Source: an optimization exercise on an open RTL-to-GDS flow (aim: small area). Production flows keep margins and buffers that such runs may drop.
The RTL was checked by simulation tests, not by an equivalence proof against the original design.
Power is estimated from default activity; no workload was simulated.

==> flow/flow/run.sh <==
#!/bin/bash
# Standard ORFS layout (the standard.sh) with two changes:
#  - clock tree synthesis without dummy loads, with small leaf buffers;
#  - port buffers of the smallest buffer cell.
# The make output goes to flow.log in the work folder; ORFS keeps each
# step's own log under orfs/logs.
set -euo pipefail
export CTS_ARGS="-sink_clustering_enable -repair_clock_nets -dont_use_dummy_load -buf_list {sky130_fd_sc_hd__clkbuf_8 sky130_fd_sc_hd__clkbuf_16} -sink_clustering_size 24 -sink_clustering_max_diameter 45"
export BUFFER_PORTS_ARGS="-buffer_cell sky130_fd_sc_hd__buf_1"
bash standard.sh > flow.log 2>&1
==> flow/standard.sh <==
#!/bin/bash
# synth_recipe.tcl (not shown) runs the flow's synth.tcl, then flattens the netlist and writes it again
# the make line also repeats each setting of config.mk as NAME=value (left out here)
make -C /OpenROAD-flow-scripts/flow DESIGN_CONFIG=/design/flow/config.mk WORK_HOME=/design/flow/orfs CLKGATE_MAP_FILE= SYNTH_SCRIPT=/design/flow/synth_recipe.tcl "${@:-finish}"
==> flow/config.mk <==
export PLATFORM = sky130hd
export DESIGN_NAME = decimation_filter
export DESIGN_NICKNAME = decimation_filter
export VERILOG_FILES = /design/flow/design.v
export SDC_FILE = /design/flow/constraint.sdc
export NUM_CORES = 4
export LEC_CHECK = 0
export CAP_MARGIN = 20
export CORE_MARGIN = 2
export CORE_UTILIZATION = 60
export SLEW_MARGIN = 20
==> flow/constraint.sdc <==
create_clock -name core_clock -period 10.0 [get_ports {mclk1}]
set_input_delay 2.0000 -clock core_clock [delete_from_list [all_inputs] [get_ports {mclk1}]]
set_output_delay 2.0000 -clock core_clock [all_outputs]
set_load 0.01 [all_outputs]
==> flow/design.v <==
module decimation_filter (
	input mclk1,
	input reset,
	input mdata1,
	output reg [15:0] DATA,
	output reg data_en,
	input [15:0] dec_rate );
function [36:0] radd;
	input [36:0] a, b;
	input cin;
	integer i;
	reg c;
	begin
		c = cin;
		for (i = 0; i < 37; i = i + 1) begin
			radd[i] = a[i] ^ b[i] ^ c;
			c = (a[i] & b[i]) | (c & (a[i] ^ b[i]));
		end
	end
endfunction
function rcarry;
	input [36:0] a, b;
	input cin;
	input integer k;
	integer i;
	reg c;
	begin
		c = cin;
		for (i = 0; i < 37; i = i + 1)
			if (i < k) c = (a[i] & b[i]) | (c & (a[i] ^ b[i]));
		rcarry = c;
	end
endfunction
wire [7:0] rs = dec_rate[12:5];
reg [6:0] mr;
always @(posedge mclk1)
	mr <= {|dec_rate[12:12], |dec_rate[12:11], |dec_rate[12:10], |dec_rate[12:9],
	       |dec_rate[12:8], |dec_rate[12:7], |dec_rate[12:6]};
wire [11:0] mask = {mr, 5'h1F};
function [23:0] kmux;
	input [7:0] s;
	input [23:0] k0, k1, k2, k3, k4, k5, k6, k7;
	kmux = ({24{s[0]}} & k0) | ({24{s[1]}} & k1) | ({24{s[2]}} & k2) | ({24{s[3]}} & k3)
	     | ({24{s[4]}} & k4) | ({24{s[5]}} & k5) | ({24{s[6]}} & k6) | ({24{s[7]}} & k7);
endfunction
wire [23:0] wa_rst = kmux(rs, 24'd120, 24'd496, 24'd2016, 24'd8128, 24'd32640, 24'd130816, 24'd523776, 24'd2096128);
wire [23:0] wb_rst = kmux(rs, 24'd768, 24'd3072, 24'd12288, 24'd49152, 24'd196608, 24'd786432, 24'd3145728, 24'd12582912);
wire [23:0] wc_rst = kmux(rs, 24'd136, 24'd528, 24'd2080, 24'd8256, 24'd32896, 24'd131328, 24'd524800, 24'd2098176);
wire [23:0] wa_0 = kmux(rs, 24'd528, 24'd2080, 24'd8256, 24'd32896, 24'd131328, 24'd524800, 24'd2098176, 24'd8390656);
wire [23:0] wb_0 = kmux(rs, 24'd496, 24'd2016, 24'd8128, 24'd32640, 24'd130816, 24'd523776, 24'd2096128, 24'd8386560);
localparam K = 13;      
reg [11:0] p;           
reg [23:0] wa, wb;      
reg [22:0] wc;          
reg [1:0] xd;           
reg [2:0] rd;           
reg [36:0] y0;
reg [35:0] y1;
reg [33:0] y2;
reg c0, c1, c2;         
reg [15:0] f1, f2, fd;  
wire x = xd[1];
wire z = (p == 12'd0);            
wire last = &(p | ~mask);         
wire [11:0] mhi = mask & ~{1'b0, mask[11:1]};     
wire p_top = |(p & mhi);                          
wire [23:0] da = {12'hFFF, p | ~mask};
wire [23:0] db;
genvar gi;
generate
	for (gi = 0; gi < 24; gi = gi + 1) begin : g_db
		if (gi == 0) assign db[gi] = 1'b1;
		else if (gi <= 11) assign db[gi] = mask[gi] ? ~p[gi-1] : p_top;
		else assign db[gi] = p_top;
	end
endgenerate
always @(posedge mclk1) begin
	if (reset) begin
		p <= {dec_rate[12:2], 1'b1};
		data_en <= 1'b0;
		xd <= 2'b00;
		wa <= wa_rst;
		wb <= wb_rst;
		wc <= wc_rst[22:0];
	end else begin
		p <= radd({25'h0, p}, 37'd0, 1'b1) & mask;
		data_en <= z;
		xd <= {xd[0], mdata1};
		if (last) begin
			wa <= wa_0;
			wb <= wb_0;
			wc <= 23'd0;
		end else begin
			wa <= radd({13'h0, wa}, {13'h0, da}, 1'b0);
			wb <= radd({13'h0, wb}, {13'h0, db}, 1'b1);
			wc <= radd({14'h0, wc}, {25'h0, p}, 1'b0);
		end
	end
end
wire xz = x & z;
wire xn = x & ~z;
wire [23:0] a0 = {24{xn}} & wa;
wire [23:0] a1 = ({24{xz}} & wa) | ({24{xn}} & wb);
wire [23:0] a2 = ({24{xz}} & wb) | ({24{xn}} & {1'b0, wc});
wire sh = data_en | rd[0] | rd[1] | rd[2];
wire [36:0] b0 = sh ? {1'b0, y1} : y0;
wire bc0 = sh ? c1 : c0;
wire [35:0] b1 = sh ? {2'b00, y2} : y1;
wire bc1 = sh ? c2 : c1;
wire [33:0] b2 = sh ? 34'd0 : y2;
wire bc2 = sh ? 1'b0 : c2;
always @(posedge mclk1) rd <= {rd[1:0], reset};
always @(posedge mclk1) begin
	begin
		y0[K-1:0] <= radd(b0, {13'h0, a0}, 1'b0);
		c0        <= rcarry(b0, {13'h0, a0}, 1'b0, K);
		y0[36:K]  <= radd(b0 >> K, {13'h0, a0} >> K, bc0);
		y1[K-1:0] <= radd({1'b0, b1}, {13'h0, a1}, 1'b0);
		c1        <= rcarry({1'b0, b1}, {13'h0, a1}, 1'b0, K);
		y1[35:K]  <= radd({1'b0, b1} >> K, {13'h0, a1} >> K, bc1);
		y2[K-1:0] <= radd({3'h0, b2}, {13'h0, a2}, 1'b0);
		c2        <= rcarry({3'h0, b2}, {13'h0, a2}, 1'b0, K);
		y2[33:K]  <= radd({3'h0, b2} >> K, {13'h0, a2} >> K, bc2);
	end
end
wire [15:0] word =
	  ({16{rs[0]}} & {y0[14:0], 1'b0}) | ({16{rs[1]}} & y0[17:2])  | ({16{rs[2]}} & y0[20:5])
	| ({16{rs[3]}} & y0[23:8])         | ({16{rs[4]}} & y0[26:11]) | ({16{rs[5]}} & y0[29:14])
	| ({16{rs[6]}} & y0[32:17])        | ({16{rs[7]}} & y0[35:20])
	| {16{|(rs & {y0[36], y0[33], y0[30], y0[27], y0[24], y0[21], y0[18], y0[15]})}};
wire mv = (p[11:4] == 8'd1);
reg [1:0] nw;           
always @(posedge mclk1) begin
	f1 <= {(mv ? fd[0] : f1[0]), f1[15:1]};
	f2 <= {(mv ? f1[0] : f2[0]), f2[15:1]};
	if (data_en)
		fd <= {word[0], word[15:1]};
	else
		fd <= {(mv ? f2[0] : fd[0]), fd[15:1]};
end
always @(posedge mclk1) begin
	if (reset)
		nw <= 2'd0;
	else if (data_en && !(&nw))
		nw <= nw + 2'd1;
end
always @(*) DATA = fd & {16{&nw}};
endmodule
==> run summary <==
In the synthesized netlist the async set-or-reset flop fraction comes to 0%. The instance count along the most critical hold path came out at 0. On the critical path, the stage with the largest delay is an instance of sky130_fd_sc_hd__fa_1. The register-to-register setup slack came out at between 0.6 and 0.7 ns. The share of synthesized area occupied by flip-flops and latches came out at about two fifths. The clock tree root buffer cell is sky130_fd_sc_hd__clkbuf_16. The floorplan has 53 rows.

The worst register-to-register path ends at wb[23]. The number of cells on the worst reg-to-reg path is 28. The count of final hold-check violations came to 0. The post-synthesis instance area is ~13000 µm². The count of warnings emitted by yosys is 1.

The global-route wire length before repair is between 40 and 50 mm. The detailed placer's ending HPWL came out at just over 20 mm. The maximum clock frequency came out at between 100 and 150 MHz. The synthesized netlist contains 56 unique library cells.

Setup repair after global routing left no endpoint under its margin. The synthesized net count came out at about 1400. After synthesis, the cell types taking the most area are sky130_fd_sc_hd__dfxtp_1, sky130_fd_sc_hd__fa_1, sky130_fd_sc_hd__ha_1.

The number of design-rule violations left by the first detailed-router iteration came out at roughly 630. The post-synthesis sequential element count is roughly 260. TritonCTS built the clock tree. STA classifies the critical path endpoint as a register. The CTS H-tree depth came out at 2.

CTS saw between 200 and 300 sinks. The flow ran to the end and the layout has no timing, DRC or antenna violations. After detailed routing, the number of vias per cell comes to 5.76. Setup violations remaining at the end of the flow were counted as 0. Summed over all instances, the cell type with the most area after synthesis is sky130_fd_sc_hd__dfxtp_1. The worst path required time came out at about 10 ns. Across the run, the number of max-cap violations was 0. The number of nets with antenna violations after detailed routing came out at 0. The minimum period implied by the final worst setup slack is roughly 9.4 ns. The core outline area came out at ~21000 µm². The remaining max-slew budget at the tightest pin came out at between 40% and 50%. The number of synthesized flops with an enable pin is 0. The source of the worst hold timing path is f1[8].

The detail-routed net length per standard cell came out at around 19 µm. The routed design has 28.6 mm of wire. The met2 track utilization from global routing came out at 38.6%. The worst clock skew on the final layout came out at ~0.045 ns.

The main flop type after synthesis is sky130_fd_sc_hd__dfxtp_1. The starting density of the core came out at between 60% and 70%. By instance count, the cell type seen most on the critical path is sky130_fd_sc_hd__fa_1. The via count of the first global-routing pass came out at 8617. The power density over the cells is approximately 210 nW/µm². The maximum VDD drop is approximately 0.16 mV. After clock tree synthesis, the repair step resized 0 gates.

The slew of the pin with the lowest slew margin is ~0.75 ns. The initial antenna violation count came to 0. The worst hold path belongs to the class reg -> reg. Global routing finished with a remaining overflow of 0. The clock insertion delay at the later pin of the skew report came out at 0.50 ns.

The final estimated routing congestion in global placement came out at 0.876. The number of buffers created by CTS came out at 36. The quantity of hold-fixing buffers added after cts is 0. The summed negative setup slack over all endpoints is 0 ns.

The placed standard-cell area came out at between 10000 and 15000 µm². The post-route standard cell area excluding fillers is roughly 14000 µm². The longest clock path from root to sink contains 3 buffers.

From synthesis to final layout, the design area changed by 9.71%. The remaining design rule violation count came out at 0. The area of the die came out at 22600 µm².

In the final layout, the share of cells above drive strength 1 is 10.3%. The reg-to-reg startpoint is wb[1]. The max-slew violation count is 0. The cell count after synthesis came out at 1200. STA classifies the critical path startpoint as a register. After global routing, the most crowded layer is met1. The final clock period utilization by the worst path came out at a little over nine tenths.

The die is roughly 150 µm wide. The largest fanout of any net on the critical path came out at 3. The largest net degree at the start of global routing is 69.

The largest single stage delay on the critical path is about 0.40 ns. The met3 track demand over resource came out at under 10%. The top-level port count came out at 36. The share of the synthesized area in the top cell type is 39.8%.

The average footprint of a synthesized cell is roughly 11 µm². In this run the vertical extent of the chip is about 150 µm. The detailed-route via count came out at between 8000 and 9000.

At the worst endpoint, the arrival time is around 9.8 ns. The met1 demand-to-capacity share in global routing is about two fifths. The leakage component of the power came out at just over 6 nW. The number of port buffers is 30. The critical path is of the reg -> reg type. The path with the worst hold slack has its endpoint at f1[7]. The number of detailed-routing iterations run before antenna repair came out at 5. The number of setup buffers added after CTS is 0.

The total routing usage reported by global routing came out at a little over a quarter. At the end of the flow, the number of nets in the layout was around 1400. 0 antenna diodes ended up in the layout.

Clock-pin slew was measured on the worst setup and hold paths at about 0.07 ns.
layout make-up:
cell class              instances  area, µm²
repair buffers                 49        256
multi-input cells             737       6950
clock buffers                  36        901
well taps                     275        344
inverters                     141        529
fillers                      1692       6940
flip-flops and latches        255       5100
cells in the final DEF (no fill, tap or decap), drive strengths merged, types with 6 or more instances in the layout:
master,instances
dfxtp,255
inv,140
fa,112
a22oi,109
ha,71
and2,62
nand2,56
mux2,53
buf,48
nor2,47
o21ai,43
clkbuf,37
nor3,27
mux2i,26
nand4,19
a21boi,12
o31ai,12
nor2b,9
nand3,9
nor4,8
a22o,7
xnor2,7
a21oi,6
through the flow:
| step | hold slack, ns | power (mW) | setup slack, ns | std cells | util (%) |
|---|---|---|---|---|---|
| floorplan | 0.310 | 1.76 | 1.06 | 1200 | - |
| global placement | 0.312 | 1.93 | 0.735 | 1457 | 62.7 |
| detailed placement | 0.312 | 1.96 | 0.659 | 1457 | 62.7 |
| CTS | 0.330 | 2.99 | 0.623 | 1493 | 67.0 |
| global route | 0.334 | 3.16 | 0.276 | 1493 | 67.0 |
| finish | 0.328 | 2.97 | 0.613 | 1493 | 67.0 |
layer usage:
layer	part of all wire, %	up-vias
li1	-	4107
met4	3.7	0
met1	48	4097
met3	6.8	87
met5	0	-
met2	42	314
worst max-delay path, delay by kind of cell, from the launching register on:
kind	cells	cell delay, ns
AO/OA/AOI/OAI	1	0.17
adder cells (fa/ha/maj)	22	8.17
AND/OR/NAND/NOR	1	0.21
XOR/XNOR	1	0.18
buffers and inverters	3	0.18
flip-flops	1	0.35
power breakdown:
| part | switching, mW | internal [mW] |
|---|---|---|
| clock | 0.396 | 0.626 |
| sequential | 0.171 | 1.17 |
| combinational | 0.331 | 0.277 |
| total | 0.897 | 2.08 |
synthesized netlist by cell type, types with 6 or more instances:
master,count
sky130_fd_sc_hd__nand3_1,9
sky130_fd_sc_hd__o21ai_0,37
sky130_fd_sc_hd__nor4_1,8
sky130_fd_sc_hd__ha_1,71
sky130_fd_sc_hd__a22oi_1,109
sky130_fd_sc_hd__nor2_1,46
sky130_fd_sc_hd__inv_1,140
sky130_fd_sc_hd__xnor2_1,7
sky130_fd_sc_hd__nor2b_1,9
sky130_fd_sc_hd__fa_1,112
sky130_fd_sc_hd__mux2i_1,26
sky130_fd_sc_hd__a21boi_0,12
sky130_fd_sc_hd__clkbuf_1,37
sky130_fd_sc_hd__a22o_1,7
sky130_fd_sc_hd__nor3_1,27
sky130_fd_sc_hd__mux2_2,53
sky130_fd_sc_hd__dfxtp_1,255
sky130_fd_sc_hd__buf_2,21
sky130_fd_sc_hd__o21ai_1,6
sky130_fd_sc_hd__nand2_1,56
sky130_fd_sc_hd__o31ai_1,7
sky130_fd_sc_hd__and2_1,62
sky130_fd_sc_hd__nand4_1,19
sky130_fd_sc_hd__a21oi_1,6
how the worst max path moves through the flow:
stage / start / to / slack (ns) / depth (start not counted)
2_1_floorplan: wb[1] / wb[23] / 1.06 / 28
3_3_place_gp: wb[1] / wb[23] / 0.73 / 28
3_5_place_dp: wb[1] / wb[23] / 0.66 / 28
4_1_cts: wb[1] / wb[23] / 0.62 / 28
5_1_grt: wb[1] / wb[23] / 0.28 / 28
6_report: wb[1] / wb[23] / 0.61 / 28
flip-flops by register name, indices dropped and copies added, names as in the netlist:
name	flops
xd	2
nw	2
rd	3
wc	23
c0	1
y1	36
fd	16
c1	1
y2	34
p	12
wa	24
f2	16
data_en	1
f1	16
c2	1
mr	7
y0	37
wb	23
cell families (layout without fill, tap and decap cells):
| family | count (synthesis) | in the layout | share of synthesized area [%] |
|---|---|---|---|
| XOR/XNOR | 8 | 8 | 0.546 |
| AO/OA/AOI/OAI | 215 | 215 | 12.1 |
| buffers and inverters | 208 | 226 | 6.46 |
| AND/OR/NAND/NOR | 252 | 252 | 10.1 |
| multiplexers | 79 | 79 | 6.68 |
| flip-flops | 255 | 255 | 39.8 |
| adder cells (fa/ha/maj) | 183 | 183 | 24.4 |

afterwards: timing with drivers on the ports:
The results above use ideal ports. As a check the final layout listed here was re-extracted and re-timed, cells and wires unchanged.
Step 1: set_driving_cell puts a clkbuf_16 on mclk1 and a buf_2 on each other input, an assumption about the parent block.
Step 2 also shifts input and output timing later by t, the mid clock arrival at the registers, as if the neighbouring blocks saw the same clock.
Three values: ideal, step 1, step 2; two values: the first two.
t (ns): 0.528
setup slack, ns: 0.613 / 0.613 / 0.613
hold slack, ns: 0.328 / 0.328 / 0.328
worst setup path after step 2: register to register
worst data-port slew with drivers (ns): 0.04
After both steps this run still meets setup and hold. The setup slack of this run moves by 0.000 ns with the drivers and by 0.000 ns with both steps.
